What follows belongs to an exercise in optimizing a design on an open flow for small area; a production flow would make more cautious choices. In this exercise RTL edits were held to simulation tests only and were not proved equivalent to the original. No activity file was given, so power comes from the tool's default toggle rates.

job 101:
==> flow/design.v (excerpt) <==
module Segway(clk,RST_n,INERT_SS_n,INERT_MOSI,INERT_SCLK,
              INERT_MISO,INERT_INT,A2D_SS_n,A2D_MOSI,A2D_SCLK,
			  A2D_MISO,PWM1_lft,PWM2_lft,PWM1_rght,PWM2_rght,
			  OVR_I_lft,OVR_I_rght,piezo_n,piezo,RX);
clock: 12.0 ns
lec_check: 0
abc_area: 1
cap_margin: 20
core_margin: 2
core_utilization: 40
gpl_timing_driven: 0
slew_margin: 20
standard.sh (not shown) runs the stock make flow with config.mk's settings and CLKGATE_MAP_FILE= SYNTH_SCRIPT=/design/flow/synth_recipe.tcl, a recipe that flattens the netlist after the stock synthesis.
==> flow/flow/run.sh <==
#!/bin/bash
set -euo pipefail
export FLOW_FLOW_DIR=$(cd "$(dirname "${BASH_SOURCE[0]}")" && pwd)
CTS_SIZE=${CTS_SIZE:-18}
CTS_DIAM=${CTS_DIAM:-70}
{ cat "$FLOW_FLOW_DIR/abc_override.tcl"; cat synth_recipe.tcl; } > my_synth.tcl
bash standard.sh SYNTH_SCRIPT=$PWD/my_synth.tcl \
  "SYNTH_OPERATIONS_ARGS=-booth -extra-map $FLOW_FLOW_DIR/lcu_ripple.v" \
  ADDER_MAP_FILE= \
  "CTS_ARGS=-sink_clustering_enable -repair_clock_nets -sink_clustering_size $CTS_SIZE -sink_clustering_max_diameter $CTS_DIAM -buf_list sky130_fd_sc_hd__clkbuf_8 -dont_use_dummy_load" \
  finish > flow.log 2>&1
==> flow/flow/abc_override.tcl <==
# Map with an area-oriented ABC script instead of the flow's default one.
# Only the combinational mapping changes; the registers are mapped before.
proc abc {args} {
  set i [lsearch -exact $args -script]
  if { $i >= 0 } {
    set args [lreplace $args [expr {$i + 1}] [expr {$i + 1}] $::env(FLOW_FLOW_DIR)/area.abc]
  }
  yosys abc {*}$args
}
==> flow/flow/area.abc <==
strash
dc2
dch -f
amap
strash
dc2
dch -f
amap
topo
==> flow/flow/lcu_ripple.v <==
(* techmap_celltype = "$lcu" *)
module _80_lcu_ripple (P, G, CI, CO);
	parameter WIDTH = 2;
	(* force_downto *)
	input [WIDTH-1:0] P, G;
	input CI;
	(* force_downto *)
	output [WIDTH-1:0] CO;
	genvar i;
	generate for (i = 0; i < WIDTH; i = i + 1) begin : g
		if (i == 0)
			assign CO[i] = G[i] | (P[i] & CI);
		else
			assign CO[i] = G[i] | (P[i] & CO[i-1]);
	end endgenerate
endmodule
Inputs modified between job 101 and job 102:
# job 101
export LEC_CHECK = 0
export ABC_AREA = 1
export CAP_MARGIN = 20
export CORE_MARGIN = 2
export CORE_UTILIZATION = 40
export GPL_TIMING_DRIVEN = 0
export SLEW_MARGIN = 20
create_clock -name core_clock -period 12.0 [get_ports {clk}]
# job 102
export LEC_CHECK = 0
export ABC_AREA = 1
export CAP_MARGIN = 20
export CORE_MARGIN = 2
export CORE_UTILIZATION = 40
export CTS_BUF_LIST = sky130_fd_sc_hd__clkbuf_8
export CTS_CLUSTER_DIAMETER = 50
export CTS_CLUSTER_SIZE = 12
export SLEW_MARGIN = 20
create_clock -name core_clock -period 12.0 [get_ports {clk}]
==> flow/flow/run.sh <==
#!/bin/bash
set -euo pipefail
export FLOW_FLOW_DIR=$(cd "$(dirname "${BASH_SOURCE[0]}")" && pwd)
{ cat "$FLOW_FLOW_DIR/abc_override.tcl"; cat synth_recipe.tcl; } > my_synth.tcl
bash standard.sh SYNTH_SCRIPT=$PWD/my_synth.tcl \
  "SYNTH_OPERATIONS_ARGS=-booth -extra-map $FLOW_FLOW_DIR/lcu_ripple.v" \
  ADDER_MAP_FILE= finish > flow.log 2>&1
==> flow/flow/area.abc <==
strash
dc2
dch -f
amap
topo
The worst setup slack in job 102 sits 350 ps above the value recorded for job 101.
Comparing job 101 against job 102, there is no change at all in number of pins with negative max-slew slack in the final report.
Where power is concerned, job 101 is better than job 102.
In the reports for job 102 and job 101, the larger number of buffers added by the clock tree synthesis step belongs to job 102.
Relative to job 102, the following input files were edited for job 103:
# job 102
export LEC_CHECK = 0
export ABC_AREA = 1
export CAP_MARGIN = 20
export CORE_MARGIN = 2
export CORE_UTILIZATION = 40
export CTS_BUF_LIST = sky130_fd_sc_hd__clkbuf_8
export CTS_CLUSTER_DIAMETER = 50
export CTS_CLUSTER_SIZE = 12
export SLEW_MARGIN = 20
create_clock -name core_clock -period 12.0 [get_ports {clk}]
# job 103
export LEC_CHECK = 0
export ABC_AREA = 1
export CAP_MARGIN = 20
export CORE_MARGIN = 2
export CORE_UTILIZATION = 40
export CTS_BUF_LIST = sky130_fd_sc_hd__clkbuf_8
export CTS_CLUSTER_DIAMETER = 60
export CTS_CLUSTER_SIZE = 15
export SLEW_MARGIN = 20
create_clock -name core_clock -period 12.0 [get_ports {clk}]
--- outcome ---
In job 103 relative to job 102, power had gone down by a few percent. Per the comparison of job 103 with job 102, violation count after the first detailed-route iteration shows an increase of about 2.4%, wire length shows a reduction of 0.50%, area share of xor/xnor cells in the synthesized design shows no meaningful change, minimum clock period shows an increase of 26 ps. No run among job 103 and job 102 stopped early or left any final violation; all are clean.

========
Another version of the RTL of Segway (not shown whole).
Size in the first run: ~3000 cells after synthesis, about 360 flip-flops, about 20 I/O pins, about 21000 µm² of cells after synthesis.
## Segway
module Segway(clk,RST_n,INERT_SS_n,INERT_MOSI,INERT_SCLK,
              INERT_MISO,INERT_INT,A2D_SS_n,A2D_MOSI,A2D_SCLK,
			  A2D_MISO,PWM1_lft,PWM2_lft,PWM1_rght,PWM2_rght,
			  OVR_I_lft,OVR_I_rght,piezo_n,piezo,RX);
==> flow/config.mk <==
export PLATFORM = sky130hd
export DESIGN_NAME = Segway
export DESIGN_NICKNAME = Segway
export VERILOG_FILES = /design/flow/design.v
export SDC_FILE = /design/flow/constraint.sdc
export NUM_CORES = 4
export LEC_CHECK = 0
export ABC_AREA = 1
export CAP_MARGIN = 5
export CORE_MARGIN = 2
export CORE_UTILIZATION = 55
export SLEW_MARGIN = 5
==> flow/constraint.sdc <==
create_clock -name core_clock -period 12.0 [get_ports {clk}]
set_input_delay 2.4000 -clock core_clock [delete_from_list [all_inputs] [get_ports {clk}]]
set_output_delay 2.4000 -clock core_clock [all_outputs]
set_load 0.01 [all_outputs]
==> flow/flow/run.sh <==
#!/bin/bash
set -euo pipefail
export FLOW_FLOW_DIR=$(cd "$(dirname "${BASH_SOURCE[0]}")" && pwd)
CTS_SIZE=${CTS_SIZE:-18}
CTS_DIAM=${CTS_DIAM:-70}
{ cat "$FLOW_FLOW_DIR/abc_override.tcl"; cat synth_recipe.tcl; } > my_synth.tcl
bash standard.sh SYNTH_SCRIPT=$PWD/my_synth.tcl \
  "SYNTH_OPERATIONS_ARGS=-extra-map $FLOW_FLOW_DIR/lcu_ripple.v" \
  ADDER_MAP_FILE= \
  "CTS_ARGS=-sink_clustering_enable -repair_clock_nets -sink_clustering_size $CTS_SIZE -sink_clustering_max_diameter $CTS_DIAM -buf_list sky130_fd_sc_hd__clkbuf_8 -dont_use_dummy_load" \
  "BUFFER_PORTS_ARGS=-buffer_cell sky130_fd_sc_hd__buf_1" \
  finish > flow.log 2>&1
==> flow/flow/area.abc <==
strash
dc2
dch -f
amap
strash
dc2
dch -f
amap
topo
Scripts as last shown in full above: flow/flow/abc_override.tcl, flow/flow/lcu_ripple.v
==> next run, changes <==
==> flow/flow/area.abc (replaced) <==
strash
dc2
dch -f
amap
strash
&get -n
&deepsyn -T 180
&put
dch -f
amap
topo
- CAP_MARGIN: 5 -> 20
- SLEW_MARGIN: 5 -> 20
Count of clock-buffer cells in the layout went up by 2; routed wire length stays the same; design area went down by a few percent; maximum frequency went up slightly; power went up slightly; via count went down by a few percent; utilization stays flat; first-iteration DRC count went up by a few percent; non-clock buffer count went down by 8; setup slack is better by 0.099 ns.
==> next run, changes <==
==> flow/flow/run.sh (replaced) <==
#!/bin/bash
set -euo pipefail
export FLOW_FLOW_DIR=$(cd "$(dirname "${BASH_SOURCE[0]}")" && pwd)
CTS_SIZE=${CTS_SIZE:-32}
CTS_DIAM=${CTS_DIAM:-90}
{ cat "$FLOW_FLOW_DIR/abc_override.tcl"; cat synth_recipe.tcl; } > my_synth.tcl
bash standard.sh SYNTH_SCRIPT=$PWD/my_synth.tcl \
  "SYNTH_OPERATIONS_ARGS=-extra-map $FLOW_FLOW_DIR/lcu_ripple.v" \
  ADDER_MAP_FILE= \
  "CTS_ARGS=-sink_clustering_enable -repair_clock_nets -sink_clustering_size $CTS_SIZE -sink_clustering_max_diameter $CTS_DIAM -buf_list sky130_fd_sc_hd__clkbuf_16 -dont_use_dummy_load" \
  "BUFFER_PORTS_ARGS=-buffer_cell sky130_fd_sc_hd__buf_1" \
  finish > flow.log 2>&1
==> flow/flow/area.abc (replaced) <==
strash
dc2
dch -f
amap
strash
&get -n
&deepsyn -T 60
&put
dch -f
amap
topo
Area after synthesis hardly moves.
Via count drops by about 1.6%.
Final cell count is about the same.
Hold slack is about the same.
Critical path depth shrinks by 1.
Final area barely changes.
Clock power increases by about 8%.
Routed wire length is lower by about 2.2%.
==> next run, changes <==
--- a/flow/flow/run.sh
+++ b/flow/flow/run.sh
@@ -2,6 +2,6 @@
 set -euo pipefail
 export FLOW_FLOW_DIR=$(cd "$(dirname "${BASH_SOURCE[0]}")" && pwd)
-CTS_SIZE=${CTS_SIZE:-32}
-CTS_DIAM=${CTS_DIAM:-90}
+CTS_SIZE=${CTS_SIZE:-25}
+CTS_DIAM=${CTS_DIAM:-80}
 { cat "$FLOW_FLOW_DIR/abc_override.tcl"; cat synth_recipe.tcl; } > my_synth.tcl
 bash standard.sh SYNTH_SCRIPT=$PWD/my_synth.tcl \
After rerunning: Worst hold slack is about the same; final area went up by 0.61%; die area does not change; register-to-register slack gets better by 0.06 ns; routed wire length went up by about 0.4%; global-route usage stays flat.
